This is an optimization exercise on Yosys and OpenROAD, whose aim is small area and a short achievable clock period, not a production implementation.
Function was checked by simulation only, so behaviour that the tests miss may differ from the original.
No activity file was given, so power comes from the tool's default toggle rates.

**config.mk**
```make
export PLATFORM = sky130hd
export DESIGN_NAME = SIMD_CU
export DESIGN_NICKNAME = SIMD_CU
export VERILOG_FILES = /design/flow/design.v
export SDC_FILE = /design/flow/constraint.sdc
export NUM_CORES = 4
export LEC_CHECK = 0
export CAP_MARGIN = 20
export CORE_MARGIN = 2
export CORE_UTILIZATION = 60
export SETUP_SLACK_MARGIN = 1.5
export SLEW_MARGIN = 20
export SYNTH_HIERARCHICAL = 1
```
**constraint.sdc**
```tcl
create_clock -name core_clock -period 5.2 [get_ports {clk}]
set_input_delay 1.0400 -clock core_clock [delete_from_list [all_inputs] [get_ports {clk}]]
set_output_delay 1.0400 -clock core_clock [all_outputs]
set_load 0.01 [all_outputs]
```
**design.v**
```verilog
module dff(d,clk,q);
    input d,clk;
    output q;
    reg q;
    always @ (posedge clk)
    begin
    q<=d;
    end
endmodule
module pipo(d, clk, q);
input [7:0] d;
input clk;
output reg [7:0] q;
always @(posedge clk) q <= d;
endmodule
module regfile(clk, en_write, en_read, reg_write_addr, reg_read_addr1, reg_read_addr2,
               reg_write_data, reg_read_data1, reg_read_data2);
input clk;
input en_write;
input en_read;
input [3:0] reg_write_addr;
input [3:0] reg_read_addr1;
input [3:0] reg_read_addr2;
input [7:0] reg_write_data;
output [7:0] reg_read_data1;
output [7:0] reg_read_data2;
reg [7:0] Registers [0:15];
reg [7:0] hold1, hold2;
wire [15:0] wsel, nwsel;
wdec wd (.en(en_write), .a(reg_write_addr), .sel(wsel), .nsel(nwsel));
genvar i, j;
generate
  for (i = 0; i < 16; i = i + 1) begin : row
    wire [7:0] nxt;
    for (j = 0; j < 8; j = j + 1) begin : wb
      g_a22o w (.a1(nwsel[i]), .a2(Registers[i][j]), .b1(wsel[i]), .b2(reg_write_data[j]), .y(nxt[j]));
    end
    always @(posedge clk)
      Registers[i] <= nxt;
  end
endgenerate
wire [15:0] sel1, sel2;
rdec rd1 (.a(reg_read_addr1), .sel(sel1));
rdec rd2 (.a(reg_read_addr2), .sel(sel2));
wire en_read_n;
g_inv ie (.a(en_read), .y(en_read_n));
wire [7:0] r1, r2;
generate
  for (i = 0; i < 8; i = i + 1) begin : rb
    wire [15:0] col;
    for (j = 0; j < 16; j = j + 1) begin : c
      assign col[j] = Registers[j][i];
    end
    rsel rs1 (.sel(sel1), .m(col), .en(en_read), .en_n(en_read_n), .h(hold1[i]), .we(en_write), .r(r1[i]), .o(reg_read_data1[i]));
    rsel rs2 (.sel(sel2), .m(col), .en(en_read), .en_n(en_read_n), .h(hold2[i]), .we(en_write), .r(r2[i]), .o(reg_read_data2[i]));
  end
endgenerate
always @(posedge clk) begin
  hold1 <= r1;
  hold2 <= r2;
end
endmodule
module wdec(en, a, sel, nsel);
input en;
input [3:0] a;
output [15:0] sel, nsel;
wire [3:0] an, lo, hi;
g_inv i0 (.a(a[0]), .y(an[0]));
g_inv i1 (.a(a[1]), .y(an[1]));
g_inv i2 (.a(a[2]), .y(an[2]));
g_inv i3 (.a(a[3]), .y(an[3]));
g_nor2 l0 (.a(a[1]),  .b(a[0]),  .y(lo[0]));
g_nor2 l1 (.a(a[1]),  .b(an[0]), .y(lo[1]));
g_nor2 l2 (.a(an[1]), .b(a[0]),  .y(lo[2]));
g_nor2 l3 (.a(an[1]), .b(an[0]), .y(lo[3]));
g_nor2 h0 (.a(a[3]),  .b(a[2]),  .y(hi[0]));
g_nor2 h1 (.a(a[3]),  .b(an[2]), .y(hi[1]));
g_nor2 h2 (.a(an[3]), .b(a[2]),  .y(hi[2]));
g_nor2 h3 (.a(an[3]), .b(an[2]), .y(hi[3]));
genvar k;
generate
  for (k = 0; k < 16; k = k + 1) begin : d
    g_nand3 n (.a(en), .b(lo[k % 4]), .c(hi[k / 4]), .y(nsel[k]));
    g_inv   s (.a(nsel[k]), .y(sel[k]));
  end
endgenerate
endmodule
module rdec(a, sel);
input [3:0] a;
output [15:0] sel;
wire [3:0] lo_n, hi_n;
predec p (.a(a), .lo_n(lo_n), .hi_n(hi_n));
genvar k;
generate
  for (k = 0; k < 16; k = k + 1) begin : d
    g_nor2 s (.a(lo_n[k % 4]), .b(hi_n[k / 4]), .y(sel[k]));
  end
endgenerate
endmodule
module predec(a, lo_n, hi_n);
input [3:0] a;
output [3:0] lo_n, hi_n;
wire [3:0] an;
g_inv i0 (.a(a[0]), .y(an[0]));
g_inv i1 (.a(a[1]), .y(an[1]));
g_inv i2 (.a(a[2]), .y(an[2]));
g_inv i3 (.a(a[3]), .y(an[3]));
g_nand2 l0 (.a(an[1]), .b(an[0]), .y(lo_n[0]));
g_nand2 l1 (.a(an[1]), .b(a[0]),  .y(lo_n[1]));
g_nand2 l2 (.a(a[1]),  .b(an[0]), .y(lo_n[2]));
g_nand2 l3 (.a(a[1]),  .b(a[0]),  .y(lo_n[3]));
g_nand2 h0 (.a(an[3]), .b(an[2]), .y(hi_n[0]));
g_nand2 h1 (.a(an[3]), .b(a[2]),  .y(hi_n[1]));
g_nand2 h2 (.a(a[3]),  .b(an[2]), .y(hi_n[2]));
g_nand2 h3 (.a(a[3]),  .b(a[2]),  .y(hi_n[3]));
endmodule
module rsel(sel, m, en, en_n, h, we, r, o);
input [15:0] sel, m;
input en, en_n, h, we;
output r, o;
wire y0, y1, a, b;
g_or8   p0 (.s(sel[7:0]),  .m(m[7:0]),  .y(y0));
g_or8   p1 (.s(sel[15:8]), .m(m[15:8]), .y(y1));
g_o21ai na (.a1(y0), .a2(y1), .b1(en), .y(a));    
g_nand2 nb (.a(en_n), .b(h), .y(b));              
g_a21oi oo (.a1(a), .a2(b), .b1(we), .y(o));
g_nand2 rr (.a(a), .b(b), .y(r));
endmodule
module g_or8(s, m, y);
input [7:0] s, m;
output y;
assign y = |(s & m);
endmodule
module g_inv(a, y);
input a; output y;
assign y = ~a;
endmodule
module g_nand2(a, b, y);
input a, b; output y;
assign y = ~(a & b);
endmodule
module g_nand3(a, b, c, y);
input a, b, c; output y;
assign y = ~(a & b & c);
endmodule
module g_nor2(a, b, y);
input a, b; output y;
assign y = ~(a | b);
endmodule
module g_a22o(a1, a2, b1, b2, y);
input a1, a2, b1, b2; output y;
assign y = (a1 & a2) | (b1 & b2);
endmodule
module g_o21ai(a1, a2, b1, y);
input a1, a2, b1; output y;
assign y = ~((a1 | a2) & b1);
endmodule
module g_a21oi(a1, a2, b1, y);
input a1, a2, b1; output y;
assign y = ~((a1 & a2) | b1);
endmodule
module SIMD_CU(d,d1,d2,en_write, 
		en_read, reg_write_addr1,
		reg_write_addr2,reg_write_addr3, 
		reg_read_addr1,reg_read_addr2,reg_read_addr3,reg_read_addr4,reg_read_addr5, reg_read_addr6,  
		clk, 
		reg_read_data1, reg_read_data2, reg_read_data3, reg_read_data4,reg_read_data5,reg_read_data6);
	input clk,en_write, en_read;
	input [3:0] reg_write_addr1;
	input [3:0] reg_write_addr2;
	input [3:0] reg_write_addr3;
	input [3:0] reg_read_addr1;
	input [3:0] reg_read_addr2;
	input [3:0] reg_read_addr3;
	input [3:0] reg_read_addr4;
	input [3:0] reg_read_addr5;
	input [3:0] reg_read_addr6;
	input [7:0] d,d1,d2;
	wire [7:0] q,q1,q2;
	output[7:0] reg_read_data1;
	output[7:0] reg_read_data2;
	output[7:0] reg_read_data3;
	output[7:0] reg_read_data4;
	output[7:0] reg_read_data5;
	output[7:0] reg_read_data6;
	pipo p1(d, clk, q);
	pipo p2(d1, clk, q1);
	pipo p3(d2, clk, q2);
	regfile PEM1(clk, en_write, en_read, reg_write_addr1,  reg_read_addr1, reg_read_addr2, q, reg_read_data1, reg_read_data2 );
	regfile PEM2(clk, en_write, en_read, reg_write_addr2,  reg_read_addr3, reg_read_addr4, q1, reg_read_data3, reg_read_data4 );
	regfile PEM3(clk, en_write, en_read, reg_write_addr3,  reg_read_addr5, reg_read_addr6, q2, reg_read_data5, reg_read_data6 );
endmodule
```
**flow/run.sh**
```bash
#!/bin/bash
# Standard synthesis, then every combinational cell that synthesis gave a
# drive strength above 1 is set back to strength 1 (same function and pins;
# flip-flops are left as they are), then the standard layout from there.
# Clock tree: larger sink clusters and no dummy loads.
# Port buffers: buf_2 (the resizer sizes them from there).
# Each tool's output goes to a log file of its own in this folder.
set -euo pipefail
R=orfs/results/sky130hd/SIMD_CU/base
bash standard.sh synth > synth.log 2>&1
python3 flow/downsize.py "$FLOW_HOME/platforms/sky130hd/lib/sky130_fd_sc_hd__tt_025C_1v80.lib" \
  $R/1_2_yosys.v > downsize.log 2>&1
rm -f $R/1_synth.odb $R/1_synth.sdc
bash standard.sh finish \
  CTS_ARGS="-sink_clustering_enable -repair_clock_nets -dont_use_dummy_load -sink_clustering_size 24 -sink_clustering_max_diameter 80" \
  BUFFER_PORTS_ARGS="-buffer_cell sky130_fd_sc_hd__buf_2" \
  > layout.log 2>&1
```
**flow/downsize.py**
```python
# Set every combinational cell in a synthesized netlist to drive strength 1.
# usage: downsize.py LIBERTY NETLIST (the netlist is rewritten in place)
import re, sys, collections
lib, net = sys.argv[1], sys.argv[2]
cells = set(re.findall(r'cell\s*\(\s*"?(sky130_fd_sc_hd__\w+?)"?\s*\)', open(lib).read()))
keep = ('df', 'edf', 'sdf', 'dl', 'clk', 'conb', 'tap', 'fill', 'decap')
changed = collections.Counter()
def swap(m):
    name, base, size = m.group(0), m.group(1), m.group(2)
    if base.startswith(keep) or size == '1':
        return name
    new = 'sky130_fd_sc_hd__%s_1' % base
    if new not in cells:
        return name
    changed[name + ' -> ' + new] += 1
    return new
text = open(net).read()
text = re.sub(r'(?<=^  )sky130_fd_sc_hd__(\w+?)_(\d+)(?= )', swap, text, flags=re.M)
open(net, 'w').write(text)
for k, n in sorted(changed.items()):
    print(n, k)
```
**standard.sh**
```bash
#!/bin/bash
# synth_recipe.tcl (not shown) runs the flow's synth.tcl, then flattens the netlist and writes it again
# the make line also repeats each setting of config.mk as NAME=value (left out here)
make -C /OpenROAD-flow-scripts/flow DESIGN_CONFIG=/design/flow/config.mk WORK_HOME=/design/flow/orfs CLKGATE_MAP_FILE= SYNTH_SCRIPT=/design/flow/synth_recipe.tcl "${@:-finish}"
```
==> results of run 1 <==
==> tightest hold or removal path, delay by kind of cell (launching register included) <==
family	cells	cell delay (ps)
AND/OR/NAND/NOR	2	110
flip-flops	1	310
==> report_power, final <==
part	total [mW]	leakage (nW)	switching, mW	internal (mW)
sequential	4.95	3.81	0.720	4.23
clock	1.96	0.308	1.11	0.855
combinational	1.33	4.01	0.627	0.702
total	8.25	8.13	2.45	5.79
==> path summary, 6_finish.rpt <==
check,to,from,depth (start not counted),slack [ps]
setup reg to reg,PEM2.hold2[7],PEM2.Registers[10][7],4,3800
hold / removal,PEM3.hold1[2],PEM3.hold1[2],2,440
setup / recovery,reg_read_data3[7],reg_read_addr3[0],9,1460
hold reg to reg,PEM3.hold1[2],PEM3.hold1[2],2,440
==> area by class of cell <==
cell class	instances	area, um^2
multi-input combinational	1272	9320
clock buffer	25	626
tap	390	488
inverter	87	327
timing repair buffer	115	593
fill	2307	9160
sequential	456	9130
==> per-layer routing <==
metal | GRT usage (%) | share of wire (%) | wire [um] | up-vias
met5 | 0 | 0 | 0 | -
met4 | 13.4 | 4.1 | 2580 | 0
met3 | 8.40 | 12 | 7440 | 179
met2 | 58.1 | 43 | 27200 | 1219
met1 | 56.4 | 41 | 26200 | 8379
li1 | - | - | - | 7592
==> stage by stage <==
step | worst slack (ps) | hold slack, ps
detailed placement | 1280 | 424
finish | 1460 | 441
CTS | 1500 | 443
floorplan | 2120 | 410
global route | 1460 | 452
global placement | 1330 | 418
==> flip-flops by register name, summed over array words and instances (netlist names) <==
register	count
PEM1.hold1	8
PEM3.hold1	8
PEM2.hold2	8
PEM3.Registers	128
PEM1.Registers	128
PEM3.hold2	8
PEM2.hold1	8
p3.q	8
PEM1.hold2	8
p1.q	8
PEM2.Registers	128
p2.q	8
==> what timing repair did <==
| item | in CTS | in global routing |
|---|---|---|
| pin swaps | 0 | 2 |
| setup buffers | 0 | 1 |
| setup endpoints to repair | 43 | 47 |
| gates resized for setup | 59 | 164 |
==> notes.md, run 1 <==
* Run status: no timing/DRC/antenna violations
* Starting density of the core at 60.8%
* Number of global-route vias before repair at 15,810
* DR iter-0 viols at 2,840
* Relative slew slack at 29.3%
* Setup TNS Final at 0 ps
* Die Y-Extent at 177 um
* Initial antenna violation count at 1
* Setup Skew at 46.7 ps
* Critical Path AT at 2700 ps
* Vias at 17,369
* CTS Hold Bufs at 0
* Design area at 0.0205 mm^2
* Final Power at 8.25 mW
* Final ANT Viol Nets at 0
* Dpl hpwl at 45.3 mm
* Cell Area, Placed at 0.0191 mm^2
* CP cell instances: buf_2 > inv_1 > nand2_1 > nor2_2 > a22oi_1 > nand4_1 > o21ai_2 > a21oi_1 > buf_2
* Pin slew with the least headroom to its limit at 1060 ps
* RSZ-0062 raised after global routing: yes
* CTS root buf: clkbuf_16
* CTS tree: yes
* Nets at 2,020
* Final setup vio count at 0
* Final WL at 63.5 mm
* Most frequent cells in the layout: 456 x dfxtp_1, 384 x a22o_1, 378 x a22oi_1, 108 x buf_2, 107 x nand2_1
* Most used cell, CP: buf_2
* Final Max Tran Viols at 0
* Antenna Cells at 0
* Post-Syn Instances at 1,815
* CP max stage delay at 330 ps
* Hold WC Path Type: reg2reg
* Vias per inst at 7.41
* Gr usage total at 39.2%
* Commonest non-fill, non-tap cell in the layout: dfxtp_1
* CTS Buffer Depth at 3
* Max Fclk at 268 MHz
* Drt wl/cell at 27.1 um
* Final std cells w/o fill at 2,345
* First drt pass iteration count at 7
* Worst skew pair latency at 580 ps
* Util after Layout at 69.1%
* Synth Net Count at 1,878
* Sink Count at 456
* Die area at 0.0314 mm^2
* Maximum vdd drop at 0.000360 V
* LEAKAGE at 8.13 nW
* Crit-path max FO at 8
* Global-route wire length before repair at 94.6 mm
* Max Cap Viol at 0
* Synth Area per Inst at 9.92 um^2
* Clock transition at the registers of the reported paths at 60 ps
* Post-Syn Area at 0.0180 mm^2
* Final min period at 3740 ps
* H-tree depth at 1
* Crit path buf inv count at 3
* # DRC at 0
* Inst Count DP at 2,319
* Worst Setup Start Kind: primary input
* Placer Congestion at 1.04
* Layout cells sized above 1 at 14.9%
* Req. time, crit path at 4160 ps
* Power per cell area at 403 mW/mm^2
* Die W at 177 um
* Ys Warns at 10
* Grt ovf at 0
* PortBufs at 110
* Slowest CP cell: a22oi_1
* Period utilization at 71.9%
* Core Box Area at 0.0296 mm^2
* Number of hold violations in the final report at 0
* Synth-to-layout area growth at 13.7%
* Row cnt at 63
* Worst Setup Path Type: in2out
* CTS Buf Count at 25
* Critical path's top delay family: compound AO/OA/AOI/OAI gates
* I/O pin cnt at 111
* Pin count of the biggest net entering global routing at 63
* Worst Setup End Kind: output port
==> run 2, diff against run 1 <==
--- a/flow/run.sh
+++ b/flow/run.sh
@@ -12,6 +12,6 @@
   $R/1_2_yosys.v > downsize.log 2>&1
 rm -f $R/1_synth.odb $R/1_synth.sdc
 bash standard.sh finish \
-  CTS_ARGS="-sink_clustering_enable -repair_clock_nets -dont_use_dummy_load -sink_clustering_size 24 -sink_clustering_max_diameter 80" \
+  CTS_ARGS="-sink_clustering_enable -repair_clock_nets -dont_use_dummy_load -sink_clustering_size 16 -sink_clustering_max_diameter 60 -buf_list sky130_fd_sc_hd__clkbuf_8" \
   BUFFER_PORTS_ARGS="-buffer_cell sky130_fd_sc_hd__buf_2" \
   > layout.log 2>&1
--- a/config.mk
+++ b/config.mk
@@ -7,7 +7,7 @@
 export LEC_CHECK = 0
 export CAP_MARGIN = 20
 export CORE_MARGIN = 2
-export CORE_UTILIZATION = 60
-export SETUP_SLACK_MARGIN = 1.5
+export CORE_UTILIZATION = 40
+export SETUP_SLACK_MARGIN = 1.7
 export SLEW_MARGIN = 20
 export SYNTH_HIERARCHICAL = 1
==> notes.md, run 2 <==
* Setup slack at placement at 1380 ps
* Final setup vio count at 0
* Most frequent cells in the layout: 456 x dfxtp_1, 384 x a22o_1, 231 x a22oi_1, 153 x a22oi_2
* Pin count of the biggest net entering global routing at 80
* Final WL at 67.9 mm
* Sink Count at 456
* Util after Layout at 51.2%
* Die Y-Extent at 216 um
* Final min period at 3550 ps
* Placer Congestion at 1.01
* Run status: no timing/DRC/antenna violations
* Vias per inst at 6.60
* Max Cap Viol at 0
* PortBufs at 110
* Synth Net Count at 1,878
* Gr usage total at 28.1%
* Filler cells at 4,059
* CTS Buffer Depth at 3
* Worst Setup Slack, final at 1650 ps
* Core Box Area at 0.0443 mm^2
* Period utilization at 68.3%
* Vias at 17,086
* Relative slew slack at 27.8%
* Power per cell area at 369 mW/mm^2
* First drt pass iteration count at 6
* Critical Path AT at 2510 ps
* Max Fclk at 282 MHz
* Starting density of the core at 40.6%
* Die area at 0.0467 mm^2
* Grt ovf at 0
* # DRC at 0
* Crit-path max FO at 8
* RSZ-0062 raised after global routing: yes
* Nets at 2,057
* R2r worst-path depth at 5
* Post-Syn Instances at 1,815
* CTS root buf: clkbuf_8
* Worst Setup Path Type: in2out
* Maximum vdd drop at 0.000214 V
* Ys Warns at 10
* Commonest non-fill, non-tap cell in the layout: dfxtp_1
* Hold depth at 2
* H-tree depth at 2
* Top Registers: PEM1.Registers: 128 flops, PEM2.Registers: 128 flops, PEM3.Registers: 128 flops
* Final Max Tran Viols at 0
* Initial antenna violation count at 2
* Post-Syn Area at 0.0180 mm^2
* Global-route wire length before repair at 102 mm
* Worst Setup Start Kind: primary input
* Req. time, crit path at 4160 ps
* Dpl hpwl at 47.5 mm
* Final ANT Viol Nets at 0
* Number of hold violations in the final report at 0
* Clock transition at the registers of the reported paths at 90 ps
* CTS tree: yes
* Setup TNS Final at 0 ps
* LEAKAGE at 8.48 nW
* I/O pin cnt at 111
* Layout cells sized above 1 at 28.2%
* Die W at 216 um
* Synth Area per Inst at 9.92 um^2
* Drt wl/cell at 26.3 um
* Number of global-route vias before repair at 16,430
* Worst skew pair latency at 650 ps
* Synth-to-layout area growth at 25.9%
* CTS Buf Count at 39
* Worst Setup End Kind: output port
* WHS at 442 ps
* Hold WC Path Type: reg2reg
* Row cnt at 77
* Setup Skew at 53.8 ps
* Pin slew with the least headroom to its limit at 1080 ps
* DR iter-0 viols at 1,746
## run 2: final cells by class
class	count	area, um^2	share of cell area (%)
Timing Repair Buffer	138	1010	4.44
Multi-Input combinational cell	1272	10900	47.9
Antenna cell	3	7.51	0.0331
Sequential cell	456	9130	40.2
Inverter	87	408	1.80
Clock buffer	39	537	2.37
Tap cell	592	741	3.27
## run 2: path summary, 6_finish.rpt
path,start,slack (ps),endpoint
setup / recovery,reg_read_addr2[3],1650,reg_read_data2[1]
hold / removal,PEM1.hold1[6],440,PEM1.hold1[6]
setup reg to reg,PEM3.Registers[5][3],3750,PEM3.hold2[3]
hold reg to reg,PEM1.hold1[6],440,PEM1.hold1[6]
## run 2: what timing repair did
action	4_1_cts	5_1_grt
buffers inserted	11	15
endpoints found under the setup margin	48	48
gates resized for setup	400	255
hold buffers	0	0
pin swaps	85	175
## run 2: worst max-delay path: stages
cell     delay [ps]
buf_4           140
inv_2            70
nand2_4         130
nor2_4           90
a22oi_1         270
nand4_1         220
o21ai_2         240
a21oi_1          90
buf_2           190
## run 2: layer usage
| layer | wire length [um] | vias to the layer above | GRT usage [%] |
|---|---|---|---|
| met4 | 3000 | 0 | 12.1 |
| met1 | 28900 | 8373 | 38.5 |
| met3 | 5400 | 201 | 4.95 |
| met5 | 0 | - | 0 |
| li1 | - | 7659 | - |
| met2 | 30700 | 853 | 43.6 |
## run 2: power by group
| part | internal [mW] | total (mW) | switching (mW) | leakage, nW |
|---|---|---|---|---|
| clock network | 0.673 | 1.84 | 1.16 | 0.280 |
| logic | 0.809 | 1.51 | 0.698 | 4.39 |
| registers | 4.23 | 5.03 | 0.797 | 3.81 |
## run 2: metrics by stage
step	cell area (um^2)	power, mW	cells
6_report	22700	8.37	2587
5_1_grt	22700	8.71	2584
4_1_cts	21400	8.19	2569
3_5_place_dp	19300	6.21	2519
3_3_place_gp	19300	6.19	2519
2_1_floorplan	18000	5.63	1815
==> run 3, diff against run 2 <==
--- a/config.mk
+++ b/config.mk
@@ -8,6 +8,6 @@
 export CAP_MARGIN = 20
 export CORE_MARGIN = 2
 export CORE_UTILIZATION = 40
-export SETUP_SLACK_MARGIN = 1.7
+export SETUP_SLACK_MARGIN = 1.3
 export SLEW_MARGIN = 20
 export SYNTH_HIERARCHICAL = 1
==> notes.md, run 3 <==
* Final WL at 65.7 mm
* Sink of the worst hold path: PEM1.hold1[6]
* Core Box Area at 0.0443 mm^2
* Grt ovf at 0
* DR iter-0 viols at 1,880
* Synth Area per Inst at 9.92 um^2
* Req. time, crit path at 4160 ps
* Hold path startpoint: PEM1.hold1[6]
* Relative slew slack at 30.1%
* Max Fclk at 260 MHz
* Clock transition at the registers of the reported paths at 80 ps
* Final ANT Viol Nets at 0
* Most frequent cells in the layout: 456 x dfxtp_1, 384 x a22oi_1, 384 x a22o_1, 144 x nand2_1, 109 x buf_2
* Post-Syn Instances at 1,815
* PortBufs at 110
* Global-route wire length before repair at 99.4 mm
* Final Max Tran Viols at 0
* Nets at 2,031
* Clock power frac at 22.8%
* Combinational power share at 15.6%
* Hold WC Path Type: reg2reg
* Top Registers: PEM1.Registers: 128 flops, PEM2.Registers: 128 flops, PEM3.Registers: 128 flops
* Worst R2R Start: PEM3.Registers[2][3]
* Run status: no timing/DRC/antenna violations
* Seq. cell area at 0.00913 mm^2
* CTS Hold Bufs at 0
* Row cnt at 77
* Worst Setup Path Type: in2out
* H-tree depth at 2
* Most used cell, CP: buf_2
* Power per cell area at 401 mW/mm^2
* P_int at 5.59 mW
* Layout cells sized above 1 at 9.97%
* CP max stage delay at 530 ps
* FF-to-FF End: PEM3.hold2[3]
* Die W at 216 um
* Crit path launch: reg_read_addr5[3]
* CP cell instances: buf_2 > inv_1 > nand2_1 > nor2_1 > a22oi_1 > nand4_1 > o21ai_1 > a21oi_1 > buf_2
* Worst Setup End Kind: output port
* Inst Count DP at 2,519
* Ys Warns at 10
* First drt pass iteration count at 8
* Worst skew pair latency at 660 ps
* R2R Setup Slk at 3760 ps
* RSZ-0062 raised after global routing: yes
* Number of hold violations in the final report at 0
* Pin slew with the least headroom to its limit at 1050 ps
* CTS Buffer Depth at 3
* Sw Pwr at 2.43 mW
* Filler cells at 4,318
* Vias at 16,839
* Starting density of the core at 40.6%
* Multi-input gate area at 0.00867 mm^2
* Critical Path AT at 2810 ps
* Placer Congestion at 1.01
* Period utilization at 74.0%
* LEAKAGE at 8.04 nW
* Synth Net Count at 1,878
* Slowest CP cell: nor2_1
* Crit-path max FO at 8
* Setup Skew at 62.3 ps
* CTS root buf: clkbuf_8
* Maximum vdd drop at 0.000215 V
* Sequential Power Share at 61.7%
* I/O pin cnt at 111
* Hold depth at 2
* Post-Syn Area at 0.0180 mm^2
* Setup TNS Final at 0 ps
* Die Y-Extent at 216 um
* Sink Count at 456
* Drt wl/cell at 25.7 um
* Worst Setup Start Kind: primary input
* Switching part of the total at 30.3%
* Dpl hpwl at 47.5 mm
* Die area at 0.0467 mm^2
* R2r worst-path depth at 4
* Vias per inst at 6.58
* Final min period at 3850 ps
* Commonest non-fill, non-tap cell in the layout: dfxtp_1
* Gr usage total at 27.5%
* # DRC at 0
* CTS tree: yes
* Max Cap Viol at 0
* Final std cells w/o fill at 2,561
* Pin count of the biggest net entering global routing at 80
* CTS Buf Count at 39
* Initial antenna violation count at 3
* Final setup vio count at 0
* Synth-to-layout area growth at 10.9%
* Number of global-route vias before repair at 15,972
## run 3: changes by cell type in the layout (fill, tap and decap cells not counted), moves of 25 or more
cell / previous run / this run
nor2_1: 24 / 75
inv_1: 60 / 87
o21ai_2: 46 / 0
nor2_4: 96 / 0
nand2_8: 26 / 0
nand2_1: 96 / 144
a22oi_1: 231 / 384
nor2_2: 0 / 45
o21ai_1: 2 / 48
a22oi_2: 153 / 0
buf_2: 84 / 109
## run 3: worst max-delay path by stage
stage,end,slack (ps),cells after the start
2_1_floorplan,reg_read_data1[0],2120,7
3_3_place_gp,reg_read_data6[5],1370,9
3_5_place_dp,reg_read_data6[5],1380,9
4_1_cts,reg_read_data6[5],1380,9
5_1_grt,reg_read_data3[4],1280,9
6_report,reg_read_data5[7],1350,9
## run 3: worst max-delay path: cells and delay by family
family,cells,cell delay [ps]
AND/OR/NAND/NOR,3,910
buffers and inverters,3,340
AO/OA/AOI/OAI,3,500
## run 3: power by group through the flow
stage	combinational [mW]	clock [mW]	sequential [mW]
detailed placement	1.23	0	4.99
finish	1.25	1.82	4.94
CTS	1.23	1.87	4.92
floorplan	0.917	0	4.71
global placement	1.19	0	4.99
global route	1.36	1.98	5.03
## run 3: what timing repair did
item	4_1_cts	5_1_grt
buffers inserted	0	0
resized for setup	0	45
endpoints found under the setup margin	0	34
## run 3: area by class of cell
class / count / share of cell area [%]
Tap cell: 592 / 3.71
Clock buffer: 39 / 2.69
Sequential cell: 456 / 45.7
Timing Repair Buffer: 112 / 2.84
Antenna cell: 3 / 0.0376
Multi-Input combinational cell: 1272 / 43.4
Inverter: 87 / 1.63
## run 3: through the flow
| step | hold WS (ps) | utilization, % | worst slack [ps] | power, mW | cell area [um^2] |
|---|---|---|---|---|---|
| final | 441 | 45.1 | 1350 | 8.02 | 20000 |
| after global routing | 453 | 45.1 | 1280 | 8.37 | 20000 |
| after CTS | 437 | 44.8 | 1380 | 8.02 | 19900 |
| after floorplan | 410 | - | 2120 | 5.63 | 18000 |
| after global placement | 418 | 43.6 | 1370 | 6.19 | 19300 |
| after detailed placement | 424 | 43.6 | 1380 | 6.21 | 19300 |
## run 3: per-layer routing
metal  track usage [%]  routed length (um)
met3              4.66                5080
met5                 0                   0
met4              11.6                2700
met1              38.1               28800
met2              42.4               29100
==> run 4, diff against run 3 <==
--- a/config.mk
+++ b/config.mk
@@ -8,6 +8,7 @@
 export CAP_MARGIN = 20
 export CORE_MARGIN = 2
 export CORE_UTILIZATION = 40
-export SETUP_SLACK_MARGIN = 1.3
+export PLACE_DENSITY = 0.8
+export SETUP_SLACK_MARGIN = 1.5
 export SLEW_MARGIN = 20
 export SYNTH_HIERARCHICAL = 1
==> notes.md, run 4 <==
* Run status: no timing/DRC/antenna violations
* Filler cells at 4,174
* Post-Syn Instances at 1,815
* Max Cap Viol at 0
* RSZ-0062 raised after global routing: yes
* Gr usage total at 25.4%
* Setup Skew at 87.4 ps
* Final WL at 62.2 mm
* Worst Setup End Kind: output port
* Number of global-route vias before repair at 16,073
* Setup TNS Final at 0 ps
* Hold WC Path Type: reg2reg
* Global-route wire length before repair at 94.1 mm
* Dpl hpwl at 44.2 mm
* Period utilization at 71.6%
* Top Registers: PEM1.Registers: 128 flops, PEM2.Registers: 128 flops, PEM3.Registers: 128 flops
* Synth Net Count at 1,878
* Commonest non-fill, non-tap cell in the layout: dfxtp_1
* Grt ovf at 0
* Die W at 216 um
* Layout cells sized above 1 at 14.5%
* Synth-to-layout area growth at 14.0%
* Req. time, crit path at 4160 ps
* Worst Setup Path Type: in2out
* Synth Area per Inst at 9.92 um^2
* CTS root buf: clkbuf_8
* Final Max Tran Viols at 0
* Maximum vdd drop at 0.000235 V
* Most frequent cells in the layout: 456 x dfxtp_1, 384 x a22o_1, 380 x a22oi_1, 118 x nand2_1, 108 x buf_2
* LEAKAGE at 8.09 nW
* R2r worst-path depth at 4
* PortBufs at 110
* # DRC at 0
* I/O pin cnt at 111
* Final setup vio count at 0
* Pin slew with the least headroom to its limit at 1060 ps
* Placer Congestion at 1.03
* Ys Warns at 10
* CTS Hold Bufs at 0
* Post-Syn Area at 0.0180 mm^2
* R2R Setup Slk at 3820 ps
* H-tree depth at 2
* Critical Path AT at 2680 ps
* Final Power at 8.04 mW
* Core Box Area at 0.0443 mm^2
* Worst skew pair latency at 660 ps
* Clock transition at the registers of the reported paths at 70 ps
* Die area at 0.0467 mm^2
* Nets at 2,033
* CTS tree: yes
* Max Fclk at 269 MHz
* Die Y-Extent at 216 um
* Sink Count at 456
* First drt pass iteration count at 7
* Relative slew slack at 29.5%
* Final ANT Viol Nets at 0
* Crit-path max FO at 8
* Worst R2R Start: PEM3.Registers[0][5]
* Initial antenna violation count at 0
* Vias at 17,258
* Drt wl/cell at 24.3 um
* Final std cells w/o fill at 2,561
* Crit path launch: reg_read_addr5[1]
* Vias per inst at 6.74
* Inst Count DP at 2,519
* Worst Setup Start Kind: primary input
* DR iter-0 viols at 2,311
* Number of hold violations in the final report at 0
* Power per cell area at 391 mW/mm^2
* FF-to-FF End: PEM3.hold1[5]
* Final min period at 3720 ps
* Pin count of the biggest net entering global routing at 50
* Starting density of the core at 40.6%
* CTS Buf Count at 38
* Critical Path End: reg_read_data5[2]
* CTS Buffer Depth at 3
* Row cnt at 77
run 4: cell type report:
class                      instances  area, um^2  area share, %
multi-input combinational       1272        9190           44.8
antenna                            1        2.50         0.0122
sequential                       456        9130           44.5
inverter                          87         327           1.59
tap                              592         741           3.61
timing repair buffer             115         618           3.01
clock buffer                      38         523           2.55
run 4: metrics by stage:
| step | setup slack, ps | hold slack (ps) | cell area [um^2] | util [%] |
|---|---|---|---|---|
| 4_1_cts | 1490 | 443 | 20000 | 45.1 |
| 3_3_place_gp | 1350 | 417 | 19300 | 43.6 |
| 5_1_grt | 1450 | 455 | 20500 | 46.3 |
| 3_5_place_dp | 1330 | 424 | 19300 | 43.6 |
| 2_1_floorplan | 2120 | 410 | 18000 | - |
| 6_report | 1480 | 440 | 20500 | 46.3 |
run 4: what timing repair did:
item | 4_1_cts | 5_1_grt
endpoints found under the setup margin | 38 | 48
setup buffers | 0 | 3
resized for setup | 46 | 144
hold endpoints to repair | 0 | 0
pin swaps | 0 | 5
run 4: routing by layer:
layer | global-route usage, % | vias up | wire (um)
met5 | 0 | - | 0
met4 | 11.9 | 0 | 3110
met3 | 4.41 | 241 | 6340
met2 | 39.2 | 1165 | 27400
met1 | 34.5 | 8250 | 25400
li1 | - | 7602 | -
run 4: where the power goes:
group	switching (mW)	internal, mW
combinational	0.599	0.698
sequential	0.707	4.23
clock	1.14	0.656
run 4: worst max-delay path, stage by stage:
cell     delay, ps
buf_2          120
inv_1           70
nand2_1        220
nor2_2         140
a22oi_1        360
nand4_1        240
o21ai_1        240
a21oi_1        100
buf_2          150
run 4: how the worst min path moves through the flow:
stage | endpoint | startpoint | slack (ps) | cells past startpoint
after floorplan | PEM1.hold1[0] | PEM1.hold1[0] | 410 | 2
after global placement | PEM1.hold1[0] | PEM1.hold1[0] | 420 | 2
after detailed placement | PEM1.hold1[2] | PEM1.hold1[2] | 420 | 2
after CTS | PEM1.hold1[2] | PEM1.hold1[2] | 440 | 2
after global routing | p2.q[2] | d1[2] | 450 | 1
final | PEM1.hold1[2] | PEM1.hold1[2] | 440 | 2
==> run 5, diff against run 4 <==
--- a/config.mk
+++ b/config.mk
@@ -7,7 +7,7 @@
 export LEC_CHECK = 0
 export CAP_MARGIN = 20
 export CORE_MARGIN = 2
-export CORE_UTILIZATION = 40
+export CORE_UTILIZATION = 55
 export PLACE_DENSITY = 0.8
 export SETUP_SLACK_MARGIN = 1.5
 export SLEW_MARGIN = 20
==> notes.md, run 5 <==
* Run status: no timing/DRC/antenna violations
* Post-CTS Setup Repair Bufs at 0
* Worst path depth at 9
* Top Registers: PEM1.Registers: 128 flops, PEM2.Registers: 128 flops, PEM3.Registers: 128 flops
* Final ANT Viol Nets at 0
* Die Y-Extent at 185 um
* Slowest CP cell: a22oi_1
* Final setup vio count at 0
* Pin count of the biggest net entering global routing at 60
* PortBufs at 110
* Hold depth at 2
* Commonest non-fill, non-tap cell in the layout: dfxtp_1
* Gr usage total at 36.0%
* Final Power at 8.00 mW
* Vias per inst at 7.11
* Most used cell, CP: buf_2
* First drt pass iteration count at 6
* CP max stage delay at 350 ps
* Nets at 2,029
* Synth Area per Inst at 9.92 um^2
* Initial antenna violation count at 1
* Critical Path AT at 2740 ps
* Number of hold violations in the final report at 0
* DR iter-0 viols at 2,056
* Starting density of the core at 55.6%
* Ys Warns at 10
* I/O pin cnt at 111
* CTS tree: yes
* CTS root buf: clkbuf_8
* Setup Skew at 56.2 ps
* Max Cap Viol at 0
* H-tree depth at 2
* Hold WC Path Type: reg2reg
* LEAKAGE at 8.09 nW
* Row cnt at 66
* CTS Buf Count at 37
* Crit path buf inv count at 3
* Relative slew slack at 28.2%
* Most frequent cells in the layout: 456 x dfxtp_1, 384 x a22o_1, 380 x a22oi_1, 116 x nand2_1, 108 x buf_2
* Core Box Area at 0.0324 mm^2
* Final WL at 63.5 mm
* Power per cell area at 394 mW/mm^2
* CP cell instances: buf_2 > inv_1 > nand2_2 > nor2_2 > a22oi_1 > nand4_1 > o21ai_2 > a21oi_1 > buf_2
* Worst Setup End Kind: output port
* Die area at 0.0342 mm^2
* Maximum vdd drop at 0.000315 V
* Die W at 185 um
* Drt wl/cell at 26.4 um
* Sink Count at 456
* Post-Syn Area at 0.0180 mm^2
* Antenna Cells at 0
* Worst Setup Path Type: in2out
* Filler cells at 2,717
* # DRC at 0
* Number of global-route vias before repair at 15,541
* Synth Net Count at 1,878
* Req. time, crit path at 4160 ps
* R2r worst-path depth at 4
* Global-route wire length before repair at 93.9 mm
* Dpl hpwl at 46.0 mm
* Setup TNS Final at 0 ps
* Placer Congestion at 1.03
* CTS Buffer Depth at 3
* Period utilization at 72.7%
* Post-Syn Instances at 1,815
* Critical path's top delay family: compound AO/OA/AOI/OAI gates
* Grt ovf at 0
* Layout cells sized above 1 at 14.9%
* Synth-to-layout area growth at 12.8%
* Worst Setup Start Kind: primary input
* Max Fclk at 265 MHz
* RSZ-0062 raised after global routing: yes
* Crit-path max FO at 8
* Clock transition at the registers of the reported paths at 60 ps
* Worst skew pair latency at 620 ps
* Vias at 17,105
* Pin slew with the least headroom to its limit at 1080 ps
* Final Max Tran Viols at 0
* Final min period at 3780 ps
[run 5: changes by cell type in the layout (fill, tap and decap cells not counted), moves of 2 or more]
cell / before / now
nor2_4: 56 / 47
buf_4: 4 / 1
nand2_4: 0 / 5
nand2_2: 26 / 23
o21ai_1: 41 / 33
o21ai_2: 7 / 15
nand2_1: 118 / 116
nor2_2: 40 / 49
[run 5: cell type report]
type	count	area, um^2	area share (%)
clock buffers	37	509	2.51
flip-flops and latches	456	9130	44.9
well taps	442	553	2.72
multi-input cells	1272	9210	45.3
inverters	87	327	1.61
repair buffers	112	587	2.89
[run 5: repair_timing]
action | in CTS | in global routing
resized for setup | 44 | 154
hold buffers | 0 | 0
setup endpoints to repair | 28 | 46
pin swaps | 0 | 7
[run 5: path summary, 6_finish.rpt]
check | end | start | slack (ps)
max | reg_read_data1[4] | reg_read_addr1[1] | 1420
min | PEM1.hold1[4] | PEM1.hold1[4] | 440
max reg2reg | PEM1.hold1[4] | PEM1.Registers[5][4] | 3730
min reg2reg | PEM1.hold1[4] | PEM1.hold1[4] | 440
[run 5: through the flow]
stage                     worst slack (ps)  cell area, um^2  util (%)  hold WS [ps]  instances
after floorplan                       2120            18000         -           410       1815
after global placement                1360            19100      59.1           418       2369
after detailed placement              1350            19100      59.1           424       2369
after CTS                             1470            19800      61.1           444       2406
after global routing                  1370            20300      62.8           463       2406
final                                 1420            20300      62.8           441       2406
[run 5: worst reg2reg max path, stage by stage (launching register included)]
cell and delay, ps:
dfxtp_1 360, a22oi_1 340, nand4_1 340, o21ai_2 240, nand2_1 70
[run 5: power breakdown]
part | switching [mW] | leakage [nW] | internal, mW
Clock | 1.10 | 0.266 | 0.640
Sequential | 0.709 | 3.81 | 4.23
Combinational | 0.618 | 4.01 | 0.700
[run 5: metal layers]
metal | vias to the layer above | track usage [%] | share of wire [%]
met5 | - | 0 | 0.022
met4 | 2 | 11.2 | 3.2
met3 | 145 | 6.76 | 9.8
met2 | 1038 | 54.0 | 43
met1 | 8327 | 52.4 | 44
li1 | 7593 | - | -
==> run 6, diff against run 5 <==
--- a/config.mk
+++ b/config.mk
@@ -7,8 +7,8 @@
 export LEC_CHECK = 0
 export CAP_MARGIN = 20
 export CORE_MARGIN = 2
-export CORE_UTILIZATION = 55
-export PLACE_DENSITY = 0.8
+export CORE_UTILIZATION = 40
 export SETUP_SLACK_MARGIN = 1.5
 export SLEW_MARGIN = 20
 export SYNTH_HIERARCHICAL = 1
+export TNS_END_PERCENT = 5
==> notes.md, run 6 <==
* Run status: no timing/DRC/antenna violations
* Critical Path AT at 2700 ps
* PortBufs at 110
* LEAKAGE at 8.06 nW
* Row cnt at 77
* Worst Setup End Kind: output port
* Filler cells at 4,304
* Final ANT Viol Nets at 0
* CTS Buffer Depth at 3
* Gr usage total at 27.6%
* Sink Count at 456
* Die Y-Extent at 216 um
* CTS Buf Count at 39
* Final min period at 3740 ps
* Period utilization at 71.9%
* Worst Setup Path Type: in2out
* Commonest non-fill, non-tap cell in the layout: dfxtp_1
* Max Fclk at 268 MHz
* Number of hold violations in the final report at 0
* DR iter-0 viols at 2,095
* Synth Area per Inst at 9.92 um^2
* RSZ-0062 raised after global routing: yes
* Final Max Tran Viols at 0
* Hold WC Path Type: reg2reg
* Setup Skew at 59.7 ps
* H-tree depth at 2
* Most frequent cells in the layout: 456 x dfxtp_1, 384 x a22o_1, 377 x a22oi_1, 139 x nand2_1, 108 x buf_2
* Pin count of the biggest net entering global routing at 80
* Util after Layout at 45.7%
* Top Registers: PEM1.Registers: 128 flops, PEM2.Registers: 128 flops, PEM3.Registers: 128 flops
* Worst skew pair latency at 650 ps
* Synth Net Count at 1,878
* Post-Syn Area at 0.0180 mm^2
* Drt wl/cell at 25.7 um
* Clock transition at the registers of the reported paths at 70 ps
* Global-route wire length before repair at 99.6 mm
* Initial antenna violation count at 3
* Maximum vdd drop at 0.000208 V
* Vias per inst at 6.57
* First drt pass iteration count at 8
* Dpl hpwl at 47.5 mm
* Number of global-route vias before repair at 15,956
* CTS tree: yes
* Pin slew with the least headroom to its limit at 1030 ps
* Grt ovf at 0
* Layout cells sized above 1 at 14.0%
* Starting density of the core at 40.6%
* Die area at 0.0467 mm^2
* CTS Hold Bufs at 0
* Setup TNS Final at 0 ps
* Vias at 16,859
* Req. time, crit path at 4160 ps
* Post-Syn Instances at 1,815
* Final WL at 65.9 mm
* Max Cap Viol at 0
* CTS root buf: clkbuf_8
* Power per cell area at 397 mW/mm^2
* Crit-path max FO at 8
* Core Box Area at 0.0443 mm^2
* Final setup vio count at 0
* Multi-input gate area at 0.00893 mm^2
* Relative slew slack at 31.2%
* I/O pin cnt at 111
* Worst Setup Start Kind: primary input
* Seq. cell area at 0.00913 mm^2
* Die W at 216 um
* Placer Congestion at 1.01
* # DRC at 0
* Ys Warns at 10
* Synth-to-layout area growth at 12.6%
* Nets at 2,034
==> run 6: critical path, stage by stage <==
cell and delay [ps]:
buf_2 100, nand2_1 160, nor2_1 520, a22oi_1 200, nand4_1 210, o21ai_1 130
a21oi_1 170, buf_2 160
==> run 6: cell type report <==
cell class,count,area share [%]
clock buffers,39,2.65
well taps,592,3.65
inverters,87,1.65
repair buffers,115,2.93
flip-flops and latches,456,45.0
multi-input cells,1272,44.1
diodes,4,0.0494
==> run 6: repair_timing <==
item,4_1_cts,5_1_grt
pin swaps,0,3
buffers inserted,0,3
setup endpoints to repair,44,48
resized for setup,32,98
==> run 6: path summary, 6_finish.rpt <==
check | start | slack [ps] | depth (start not counted) | end
min reg2reg | PEM3.hold2[1] | 440 | 2 | PEM3.hold2[1]
max | reg_read_addr2[3] | 1460 | 8 | reg_read_data2[2]
min | PEM3.hold2[1] | 440 | 2 | PEM3.hold2[1]
max reg2reg | PEM3.Registers[2][4] | 3770 | 4 | PEM3.hold2[4]
==> run 6: stage by stage <==
step | power [mW] | cells | instance area, um^2 | hold slack [ps] | setup WS, ps
after floorplan | 5.63 | 1815 | 18000 | 410 | 2120
after global placement | 6.19 | 2519 | 19300 | 418 | 1370
after detailed placement | 6.21 | 2519 | 19300 | 424 | 1380
after CTS | 8.02 | 2558 | 19900 | 437 | 1470
after global routing | 8.40 | 2562 | 20300 | 453 | 1410
final | 8.05 | 2565 | 20300 | 440 | 1460
==> run 6: power breakdown <==
group	internal, mW	leakage, nW	switching, mW	total [mW]
clock	0.673	0.280	1.14	1.82
combinational	0.694	3.96	0.587	1.28
sequential	4.23	3.81	0.715	4.95
==> run 6: routing by layer <==
layer	wire, um	up-vias	GRT usage, %
met1	28600	8262	38.3
met4	2780	0	11.6
met3	5220	187	4.53
met5	0	-	0
met2	29300	820	42.4
li1	-	7590	-
==> run 7, diff against run 6 <==
--- a/config.mk
+++ b/config.mk
@@ -11,4 +11,3 @@
 export SETUP_SLACK_MARGIN = 1.5
 export SLEW_MARGIN = 20
 export SYNTH_HIERARCHICAL = 1
-export TNS_END_PERCENT = 5
==> notes.md, run 7 <==
* PortBufs at 110
* Hold depth at 2
* Worst R2R Start: PEM3.Registers[2][3]
* Row cnt at 77
* Vias per inst at 6.56
* Worst Setup End Kind: output port
* CTS Buf Count at 39
* Relative slew slack at 29.9%
* Pin slew with the least headroom to its limit at 1050 ps
* Final min period at 3730 ps
* CTS Buffer Depth at 3
* CP max stage delay at 320 ps
* First drt pass iteration count at 7
* Sink of the worst hold path: PEM1.hold1[6]
* Number of global-route vias before repair at 15,999
* Sink Count at 456
* # DRC at 0
* Number of hold violations in the final report at 0
* Worst Setup Slack, final at 1470 ps
* Hold WC Path Type: reg2reg
* Clock transition at the registers of the reported paths at 80 ps
* Dpl hpwl at 47.5 mm
* Post-Syn Instances at 1,815
* CTS tree: yes
* Placer Congestion at 1.01
* LEAKAGE at 8.11 nW
* Worst skew pair latency at 660 ps
* Most frequent cells in the layout: 456 x dfxtp_1, 384 x a22o_1, 365 x a22oi_1, 110 x nand2_1, 108 x buf_2
* Max Cap Viol at 0
* Setup TNS Final at 0 ps
* Critical Path AT at 2690 ps
* Pin count of the biggest net entering global routing at 80
* Critical path's top delay family: compound AO/OA/AOI/OAI gates
* Top Registers: PEM1.Registers: 128 flops, PEM2.Registers: 128 flops, PEM3.Registers: 128 flops
* Die area at 0.0467 mm^2
* Run status: no timing/DRC/antenna violations
* R2R Setup Slk at 3720 ps
* Most used cell, CP: buf_2
* Layout cells sized above 1 at 16.6%
* Die Y-Extent at 216 um
* Setup Skew at 60.9 ps
* H-tree depth at 2
* Synth-to-layout area growth at 14.7%
* Starting density of the core at 40.6%
* Commonest non-fill, non-tap cell in the layout: dfxtp_1
* Final ANT Viol Nets at 0
* Slowest CP cell: o21ai_1
* Post-Syn Area at 0.0180 mm^2
* Crit path buf inv count at 3
* Req. time, crit path at 4160 ps
* Ys Warns at 10
* I/O pin cnt at 111
* Final WL at 66.0 mm
* Final Max Tran Viols at 0
* Gr usage total at 27.5%
* Max Fclk at 268 MHz
* DR iter-0 viols at 1,890
* Vias at 16,848
* Setup slack at placement at 1380 ps
* Power per cell area at 391 mW/mm^2
* Period utilization at 71.7%
* Crit-path max FO at 8
* Nets at 2,036
* Maximum vdd drop at 0.000208 V
* Die W at 216 um
* Synth Area per Inst at 9.92 um^2
* R2r worst-path depth at 5
* CTS root buf: clkbuf_8
* RSZ-0062 raised after global routing: yes
* Grt ovf at 0
* Final setup vio count at 0
* Hold path startpoint: PEM1.hold1[6]
* Synth Net Count at 1,878
* Worst Setup Start Kind: primary input
* Global-route wire length before repair at 99.6 mm
* Core Box Area at 0.0443 mm^2
* Initial antenna violation count at 3
* Worst Setup Path Type: in2out
* Drt wl/cell at 25.7 um
* FF-to-FF End: PEM3.hold1[3]
* CTS Hold Bufs at 0
* CP cell instances: buf_2 > inv_1 > nand2_1 > nor2_2 > a22oi_1 > nand4_1 > o21ai_1 > a21oi_1 > buf_2
## run 7: changes by cell type in the layout (fill, tap and decap cells not counted), moves of 3 or more
| cell | previous run | this run |
|---|---|---|
| a22oi_1 | 377 | 365 |
| a22oi_2 | 7 | 19 |
| nand2_1 | 139 | 110 |
| nand2_2 | 5 | 32 |
| nor2_1 | 28 | 25 |
| nor2_2 | 85 | 47 |
| nor2_4 | 7 | 48 |
| o21ai_1 | 32 | 27 |
| o21ai_2 | 16 | 21 |
## run 7: layout make-up
cell class	instances	area, um^2
fillers	4282	23700
multi-input cells	1272	9310
flip-flops and latches	456	9130
well taps	592	741
repair buffers	117	608
clock buffers	39	537
inverters	87	334
diodes	4	10.0
## run 7: worst max path at each step
stage	startpoint	to	slack [ps]	cells past startpoint
after detailed placement	reg_read_addr6[1]	reg_read_data6[5]	1380	9
after CTS	reg_read_addr1[2]	reg_read_data1[1]	1470	9
after global placement	reg_read_addr6[2]	reg_read_data6[5]	1370	9
after global routing	reg_read_addr5[3]	reg_read_data5[6]	1400	9
final	reg_read_addr6[1]	reg_read_data6[3]	1470	9
after floorplan	reg_read_addr1[2]	reg_read_data1[0]	2120	7
## run 7: worst reg2reg max path, cell delays in order (launching register included)
cell,delay [ps]
dfxtp_1,350
a22oi_1,280
nand4_1,250
o21ai_2,260
buf_4,140
nand2_1,40
## run 7: report_power, final
| group | total, mW | internal (mW) | switching (mW) |
|---|---|---|---|
| Sequential | 4.95 | 4.23 | 0.721 |
| Clock | 1.82 | 0.673 | 1.15 |
| Combinational | 1.32 | 0.707 | 0.608 |
## run 7: layer usage
metal	up-vias	share of wire, %	wire, um	track usage [%]
met1	8271	44	29100	38.1
met2	811	45	29500	42.6
met5	-	0	0	0
met3	172	7.1	4690	4.62
met4	0	4.1	2690	11.4
li1	7594	-	-	-
## run 7: what timing repair did
item | 4_1_cts | 5_1_grt
buffers inserted | 0 | 5
gates resized for setup | 61 | 161
endpoints found under the setup margin | 44 | 48
pin swaps | 0 | 13
## run 7: metrics by stage
step	instances	hold WS, ps	power (mW)	cell area (um^2)	utilization, %
finish	2567	440	8.09	20700	46.6
CTS	2558	437	8.03	20000	45.2
global route	2564	453	8.44	20700	46.6
detailed placement	2519	424	6.21	19300	43.6
floorplan	1815	410	5.63	18000	-
global placement	2519	418	6.19	19300	43.6
==> run 8, diff against run 7 <==
--- a/design.v
+++ b/design.v
@@ -42,8 +42,11 @@
 wire [15:0] sel1, sel2;
 rdec rd1 (.a(reg_read_addr1), .sel(sel1));
 rdec rd2 (.a(reg_read_addr2), .sel(sel2));
-wire en_read_n;
+wire en_read_n, en_write_n, enw, hw;
 g_inv ie (.a(en_read), .y(en_read_n));
+g_inv iw (.a(en_write), .y(en_write_n));
+g_and2 gw (.a(en_read), .b(en_write_n), .y(enw));
+g_nor2 gh (.a(en_read), .b(en_write), .y(hw));
 wire [7:0] r1, r2;
 generate
   for (i = 0; i < 8; i = i + 1) begin : rb
@@ -51,8 +54,8 @@
     for (j = 0; j < 16; j = j + 1) begin : c
       assign col[j] = Registers[j][i];
     end
-    rsel rs1 (.sel(sel1), .m(col), .en(en_read), .en_n(en_read_n), .h(hold1[i]), .we(en_write), .r(r1[i]), .o(reg_read_data1[i]));
-    rsel rs2 (.sel(sel2), .m(col), .en(en_read), .en_n(en_read_n), .h(hold2[i]), .we(en_write), .r(r2[i]), .o(reg_read_data2[i]));
+    rsel rs1 (.sel(sel1), .m(col), .en(en_read), .en_n(en_read_n), .enw(enw), .hw(hw), .h(hold1[i]), .r(r1[i]), .o(reg_read_data1[i]));
+    rsel rs2 (.sel(sel2), .m(col), .en(en_read), .en_n(en_read_n), .enw(enw), .hw(hw), .h(hold2[i]), .r(r2[i]), .o(reg_read_data2[i]));
   end
 endgenerate
 always @(posedge clk) begin
@@ -114,17 +117,19 @@
 g_nand2 h2 (.a(a[3]),  .b(an[2]), .y(hi_n[2]));
 g_nand2 h3 (.a(a[3]),  .b(a[2]),  .y(hi_n[3]));
 endmodule
-module rsel(sel, m, en, en_n, h, we, r, o);
+module rsel(sel, m, en, en_n, enw, hw, h, r, o);
 input [15:0] sel, m;
-input en, en_n, h, we;
+input en, en_n, enw, hw, h;
 output r, o;
-wire y0, y1, a, b;
+wire y0, y1, a, b, c, d;
 g_or8   p0 (.s(sel[7:0]),  .m(m[7:0]),  .y(y0));
 g_or8   p1 (.s(sel[15:8]), .m(m[15:8]), .y(y1));
-g_o21ai na (.a1(y0), .a2(y1), .b1(en), .y(a));    
-g_nand2 nb (.a(en_n), .b(h), .y(b));              
-g_a21oi oo (.a1(a), .a2(b), .b1(we), .y(o));
-g_nand2 rr (.a(a), .b(b), .y(r));
+g_o21ai na (.a1(y0), .a2(y1), .b1(enw), .y(a));
+g_nand2 nb (.a(hw), .b(h), .y(b));
+g_nand2 oo (.a(a), .b(b), .y(o));
+g_o21ai nc (.a1(y0), .a2(y1), .b1(en), .y(c));
+g_nand2 nd (.a(en_n), .b(h), .y(d));
+g_nand2 rr (.a(c), .b(d), .y(r));
 endmodule
 module g_or8(s, m, y);
 input [7:0] s, m;
@@ -155,9 +160,9 @@
 input a1, a2, b1; output y;
 assign y = ~((a1 | a2) & b1);
 endmodule
-module g_a21oi(a1, a2, b1, y);
-input a1, a2, b1; output y;
-assign y = ~((a1 & a2) | b1);
+module g_and2(a, b, y);
+input a, b; output y;
+assign y = a & b;
 endmodule
 module SIMD_CU(d,d1,d2,en_write, 
 		en_read, reg_write_addr1,
--- a/config.mk
+++ b/config.mk
@@ -8,6 +8,8 @@
 export CAP_MARGIN = 20
 export CORE_MARGIN = 2
 export CORE_UTILIZATION = 40
+export PLACE_DENSITY = 0.8
 export SETUP_SLACK_MARGIN = 1.5
 export SLEW_MARGIN = 20
 export SYNTH_HIERARCHICAL = 1
+export TNS_END_PERCENT = 5
==> notes.md, run 8 <==
* Run status: no timing/DRC/antenna violations
* Top FF cell, synth: dfxtp_1
* FF-to-FF End: PEM1.Registers[15][0]
* Max Cap Viol at 0
* Relative slew slack at 29.7%
* CP max stage delay at 540 ps
* Filler cells at 4,362
* Simple-Gate Fraction of Synth Area at 12.1%
* Core Box Area at 0.0454 mm^2
* Nets at 2,139
* Setup TNS Final at 0 ps
* CP cell instances: buf_2 > inv_1 > nand2_1 > nor2_1 > a22oi_1 > nand4_1 > o21ai_1 > nand2_1 > buf_2
* Worst Setup Slack, final at 1470 ps
* Synth Area in XOR/XNOR at 0%
* Sink Count at 456
* Post-synth EDFFs at 0
* Final ANT Viol Nets at 0
* Final Power at 8.08 mW
* Dpl hpwl at 46.8 mm
* Seq. cell area at 0.00913 mm^2
* Pin slew with the least headroom to its limit at 1050 ps
* Starting density of the core at 40.6%
* Seq/Total Area, Yosys at 49.6%
* Synth-to-layout area growth at 10.9%
* Crit path launch: reg_read_addr4[3]
* RSZ-0062 raised after global routing: yes
* Worst R2R Start: p1.q[0]
* Synth Net Count at 1,983
* Row cnt at 78
* Final Max Tran Viols at 0
* Most frequent cells in the layout: 456 x dfxtp_1, 384 x a22oi_1, 384 x a22o_1, 240 x nand2_1, 109 x buf_2
* GRT met3 Usage at 4.13%
* Period utilization at 71.6%
* Final min period at 3730 ps
* Slowest CP cell: nor2_1
* Critical Path End: reg_read_data4[1]
* Post-CTS Setup Repair Bufs at 0
* Maximum vdd drop at 0.000215 V
* GR peak layer: met2
* Setup Skew at 60.5 ps
* Gr usage total at 26.3%
* Layout cells sized above 1 at 9.93%
* CTS root buf: clkbuf_8
* Pin count of the biggest net entering global routing at 29
* I/O pin cnt at 111
* Worst Setup End Kind: output port
* Grt ovf at 0
* Initial antenna violation count at 0
* Synth cell count leaders: 456 x dfxtp_1, 384 x a22o_1, 384 x a22oi_1
* Number of global-route vias before repair at 16,633
* Die W at 219 um
* Grt met2 use at 40.3%
* Crit path buf inv count at 3
* DR iter-0 viols at 2,440
* Req. time, crit path at 4160 ps
* Top Registers: PEM1.Registers: 128 flops, PEM2.Registers: 128 flops, PEM3.Registers: 128 flops
* PortBufs at 110
* Worst path depth at 9
* # DRC at 0
* Most frequent cell after synthesis: dfxtp_1
* Setup slack at placement at 1340 ps
* Mux cell area share after synthesis at 0%
* Crit-path max FO at 8
* Compound-Gate Fraction of Synth Area at 36.5%
* Final WL at 64.8 mm
* Post-Syn Area at 0.0184 mm^2
* Vias at 17,788
* Critical path's top delay family: simple AND/OR/NAND/NOR gates
* Cell variety after synth at 10
* R2r worst-path depth at 1
* Global-route wire length before repair at 98.1 mm
* CTS Buf Count at 39
* Final setup vio count at 0
* Clock transition at the registers of the reported paths at 100 ps
* Fraction of registers with async set/reset at 0%
* Synth Area per Inst at 9.59 um^2
* Worst skew pair latency at 620 ps
* Power per cell area at 396 mW/mm^2
* First drt pass iteration count at 7
* LEAKAGE at 8.40 nW
* Adder-cell share of the synthesized area at 0%
* Max Fclk at 268 MHz
* Die area at 0.0478 mm^2
* Drt wl/cell at 24.2 um
* H-tree depth at 2
* Hold WC Path Type: reg2reg
* GR Util met1 at 36.5%
* Number of hold violations in the final report at 0
* CTS tree: yes
* Ys Warns at 10
* CTS Hold Bufs at 0
* Synth area leaders: dfxtp_1 50%, a22o_1 18%, a22oi_1 16%
* Synthesized flop and latch total at 456
* Commonest non-fill, non-tap cell in the layout: dfxtp_1
* Combinational family with the most area after synthesis: compound AO/OA/AOI/OAI gates
* Multi-input gate area at 0.00908 mm^2
* CTS Buffer Depth at 3
* Die Y-Extent at 219 um
* Post-synth top area cell: dfxtp_1
* Placer Congestion at 1.04
* R2R Setup Slk at 3840 ps
* Critical Path AT at 2690 ps
* Worst Setup Start Kind: primary input
* Share of the synthesized area in the top cell type at 49.6%
* Vias per inst at 6.65
* Worst Setup Path Type: in2out
* Post-Syn Instances at 1,920
* Antenna Cells at 0
==> run 8: stage by stage <==
stage	utilization [%]	cell area, um^2	cells	hold WS, ps
floorplan	-	18400	1920	415
global placement	43.5	19800	2635	423
detailed placement	43.5	19800	2635	429
CTS	44.7	20300	2674	435
global route	45.0	20400	2674	452
finish	45.0	20400	2674	442
==> run 8: tightest hold or removal path: cells and delay by family, from the launching register on <==
family	cells	cell delay, ps
simple gates	2	90
flops	1	320
==> run 8: modules after synthesis, one instance, submodules excluded, a selection <==
module   cell area [um^2]  flip-flops and latches  cells inside
g_nor2               3.75                       0             1
g_or8                36.3                       0             5
g_and2               6.26                       0             1
g_nand3              5.00                       0             1
g_inv                3.75                       0             1
g_nand2              3.75                       0             1
pipo                  160                       8             8
g_a22o               8.76                       0             1
regfile              2880                     144           144
g_o21ai              5.00                       0             1
==> run 8: repair_timing <==
action                                  in CTS  in global routing
endpoints found under the setup margin      17                 48
endpoints found under the hold margin        0                  0
resized for setup                            1                 52
pin swaps                                    0                  0
==> run 8: how the worst min path moves through the flow <==
stage | cells past startpoint | endpoint | slack [ps] | start
2_1_floorplan | 2 | PEM1.hold1[0] | 420 | PEM1.hold1[0]
3_3_place_gp | 2 | PEM1.hold2[0] | 420 | PEM1.hold2[0]
3_5_place_dp | 2 | PEM1.hold2[1] | 430 | PEM1.hold2[1]
4_1_cts | 1 | p3.q[0] | 430 | d2[0]
5_1_grt | 1 | p2.q[1] | 450 | d1[1]
6_report | 2 | PEM2.hold1[6] | 440 | PEM2.hold1[6]
==> run 8: power by group <==
part / total, mW / leakage, nW / internal [mW] / switching, mW
Clock: 1.82 / 0.280 / 0.673 / 1.15
Combinational: 1.31 / 4.31 / 0.696 / 0.617
Sequential: 4.95 / 3.81 / 4.23 / 0.715
==> run 8: layout make-up <==
type	count	area share [%]
clock buffer	39	2.63
sequential	456	44.7
multi-input combinational	1374	44.4
inverter	90	1.65
tap	600	3.68
timing repair buffer	115	2.89
==> run 8: cell families after synthesis <==
logic type	Yosys count
compound gates	864
buf+inv	90
flops	456
simple gates	510
==> run 8: layer usage <==
layer | routed length [um] | up-vias | part of all wire [%]
met4 | 2990 | 0 | 4.6
met5 | 0 | - | 0
li1 | - | 7895 | -
met2 | 28500 | 1119 | 44
met3 | 6640 | 199 | 10
met1 | 26700 | 8575 | 41
==> run 9, diff against run 8 <==
--- a/config.mk
+++ b/config.mk
@@ -8,7 +8,6 @@
 export CAP_MARGIN = 20
 export CORE_MARGIN = 2
 export CORE_UTILIZATION = 40
-export PLACE_DENSITY = 0.8
 export SETUP_SLACK_MARGIN = 1.5
 export SLEW_MARGIN = 20
 export SYNTH_HIERARCHICAL = 1
==> notes.md, run 9 <==
* Final Max Tran Viols at 0
* Slowest CP cell: nor2_1
* Drt wl/cell at 24.6 um
* Die area at 0.0478 mm^2
* Worst Setup Start Kind: primary input
* Run status: no timing/DRC/antenna violations
* Critical path's top delay family: simple AND/OR/NAND/NOR gates
* H-tree depth at 2
* Synth Area per Inst at 9.59 um^2
* Grt ovf at 0
* Vias at 17,416
* Die W at 219 um
* Sink Count at 456
* Relative slew slack at 27.0%
* Final min period at 3720 ps
* CTS Buf Count at 41
* Core Box Area at 0.0454 mm^2
* Placer Congestion at 0.984
* Ys Warns at 10
* I/O pin cnt at 111
* Power per cell area at 396 mW/mm^2
* Row cnt at 78
* Synthesized flop and latch total at 456
* Commonest non-fill, non-tap cell in the layout: dfxtp_1
* Post-synth EDFFs at 0
* Dpl hpwl at 47.4 mm
* Post-Syn Area at 0.0184 mm^2
* Synth Net Count at 1,983
* Gr usage total at 27.1%
* Worst Setup End Kind: output port
* Share of the synthesized area in the top cell type at 49.6%
* Post-synth top area cell: dfxtp_1
* Maximum vdd drop at 0.000211 V
* Synth-to-layout area growth at 11.5%
* CTS Buffer Depth at 3
* LEAKAGE at 8.41 nW
* Post-CTS Setup Repair Bufs at 0
* Global-route wire length before repair at 99.8 mm
* Pin slew with the least headroom to its limit at 1090 ps
* Hold WC Path Type: reg2reg
* Worst skew pair latency at 630 ps
* Final setup vio count at 0
* DR iter-0 viols at 2,436
* # DRC at 0
* Max Fclk at 269 MHz
* Die Y-Extent at 219 um
* Period utilization at 71.5%
* Crit path buf inv count at 3
* Post-Syn Instances at 1,920
* Cell variety after synth at 10
* CP cell instances: buf_2 > inv_1 > nand2_1 > nor2_1 > a22oi_1 > nand4_1 > o21ai_1 > nand2_1 > buf_2
* Crit-path max FO at 8
* PortBufs at 110
* Max Cap Viol at 0
* CP max stage delay at 490 ps
* Layout cells sized above 1 at 11.6%
* Fraction of registers with async set/reset at 0%
* Setup Skew at 54.4 ps
* First drt pass iteration count at 8
* Most frequent cell after synthesis: dfxtp_1
* Final Power at 8.13 mW
* Final WL at 66.0 mm
* Starting density of the core at 40.6%
* CTS Hold Bufs at 0
* Nets at 2,141
* CTS tree: yes
* Pin count of the biggest net entering global routing at 33
* Synth cell count leaders: 456 x dfxtp_1, 384 x a22o_1, 384 x a22oi_1
* Antenna Cells at 0
* Setup TNS Final at 0 ps
* Top Registers: PEM1.Registers: 128 flops, PEM2.Registers: 128 flops, PEM3.Registers: 128 flops
* Synth area leaders: dfxtp_1 50%, a22o_1 18%, a22oi_1 16%
* Vias per inst at 6.51
* Top FF cell, synth: dfxtp_1
* Number of hold violations in the final report at 0
* Most frequent cells in the layout: 456 x dfxtp_1, 384 x a22oi_1, 384 x a22o_1, 238 x nand2_1, 108 x buf_2
* RSZ-0062 raised after global routing: yes
* Req. time, crit path at 4160 ps
* Clock transition at the registers of the reported paths at 60 ps
* Number of global-route vias before repair at 16,203
* Worst Setup Path Type: in2out
* Final ANT Viol Nets at 0
* Critical Path AT at 2680 ps
* Initial antenna violation count at 0
* CTS root buf: clkbuf_8
* Seq/Total Area, Yosys at 49.6%
==> run 9: cell counts after synthesis <==
Identical to the previous run, type by type.
==> run 9: cells by family (layout without fill, tap and decap cells) <==
kind of cell	Yosys count	in the layout	share of synthesized area, %
compound gates	864	864	36.5
flops	456	456	49.6
buf+inv	90	246	1.83
simple gates	510	510	12.1
==> run 9: path summary, 6_finish.rpt <==
check / start / to / slack [ps] / cells past startpoint
max: reg_read_addr1[0] / reg_read_data1[6] / 1480 / 9
min: PEM3.hold1[7] / PEM3.hold1[7] / 440 / 2
max reg2reg: p3.q[6] / PEM3.Registers[14][6] / 3820 / 1
min reg2reg: PEM3.hold1[7] / PEM3.hold1[7] / 440 / 2
==> run 9: power breakdown <==
| part | internal, mW | leakage, nW | switching [mW] | total, mW |
|---|---|---|---|---|
| combinational | 0.697 | 4.30 | 0.608 | 1.30 |
| clock | 0.706 | 0.295 | 1.17 | 1.88 |
| sequential | 4.24 | 3.81 | 0.716 | 4.95 |
==> run 9: tightest hold or removal path, cell delays in order (launching register included) <==
cell     delay (ps)
dfxtp_1         310
nand2_1          50
nand2_1          40
==> run 9: final cells by class <==
| class | count | area, um^2 |
|---|---|---|
| Fill cell | 4380 | 24800 |
| Multi-Input combinational cell | 1374 | 9160 |
| Sequential cell | 456 | 9130 |
| Tap cell | 600 | 751 |
| Timing Repair Buffer | 115 | 593 |
| Clock buffer | 41 | 564 |
| Inverter | 90 | 338 |
==> run 9: through the flow <==
step                instance area (um^2)  hold WS [ps]  utilization [%]  std cells  setup slack, ps
floorplan                          18400           415                -       1920             2220
finish                             20500           439             45.3       2676             1480
global route                       20500           450             45.3       2676             1450
detailed placement                 19700           429             43.5       2634             1350
CTS                                20300           439             44.8       2675             1430
global placement                   19700           424             43.5       2634             1380
==> run 9: layer usage <==
metal | vias to the layer above | share of wire [%] | wire (um) | GRT usage, %
li1 | 7906 | - | - | -
met1 | 8478 | 44 | 29000 | 38.3
met2 | 888 | 44 | 29200 | 41.7
met3 | 144 | 8.5 | 5640 | 4.48
met4 | 0 | 3.1 | 2060 | 9.64
met5 | - | 0 | 0 | 0
==> run 9: repair_timing <==
action	4_1_cts	5_1_grt
setup endpoints to repair	47	48
gates resized for setup	3	84
endpoints found under the hold margin	0	0
pin swaps	0	1
==> run 9: per-module statistics from Yosys (local to each module, per instance), a selection <==
module / area, um^2 / copies in the design / flops+latches
regfile: 2880 / 3 / 144
pipo: 160 / 3 / 8
g_or8: 36.3 / 96 / 0
g_a22o: 8.76 / 384 / 0
g_and2: 6.26 / 3 / 0
g_nand3: 5.00 / 48 / 0
g_o21ai: 5.00 / 96 / 0
g_inv: 3.75 / 90 / 0
g_nand2: 3.75 / 240 / 0
g_nor2: 3.75 / 123 / 0

==> what the ideal ports hide <==
The results above use ideal ports. As a check the final layouts listed here were re-extracted and re-timed, cells and wires unchanged.
Step 1 assumes that a clkbuf_16 drives the clock port and a buf_2 every other input.
Step 2 also shifts input and output timing later by t, the mid clock arrival at the registers, as if the neighbouring blocks saw the same clock.
Three values: ideal ports, drivers, drivers and shift; two values: the first two.
run	t (ns)	setup WS [ns]
run 1	0.606	1.464 / 1.419 / 1.419
run 2	0.673	1.649 / 1.606 / 1.606
run 3	0.678	1.354 / 1.327 / 1.327
run 4	0.661	1.479 / 1.457 / 1.457
run 5	0.641	1.420 / 1.399 / 1.399
run 6	0.675	1.462 / 1.422 / 1.422
run 7	0.675	1.472 / 1.417 / 1.417
run 8	0.654	1.475 / 1.456 / 1.456
run 9	0.665	1.484 / 1.465 / 1.465
After both steps every run listed still meets setup and hold.
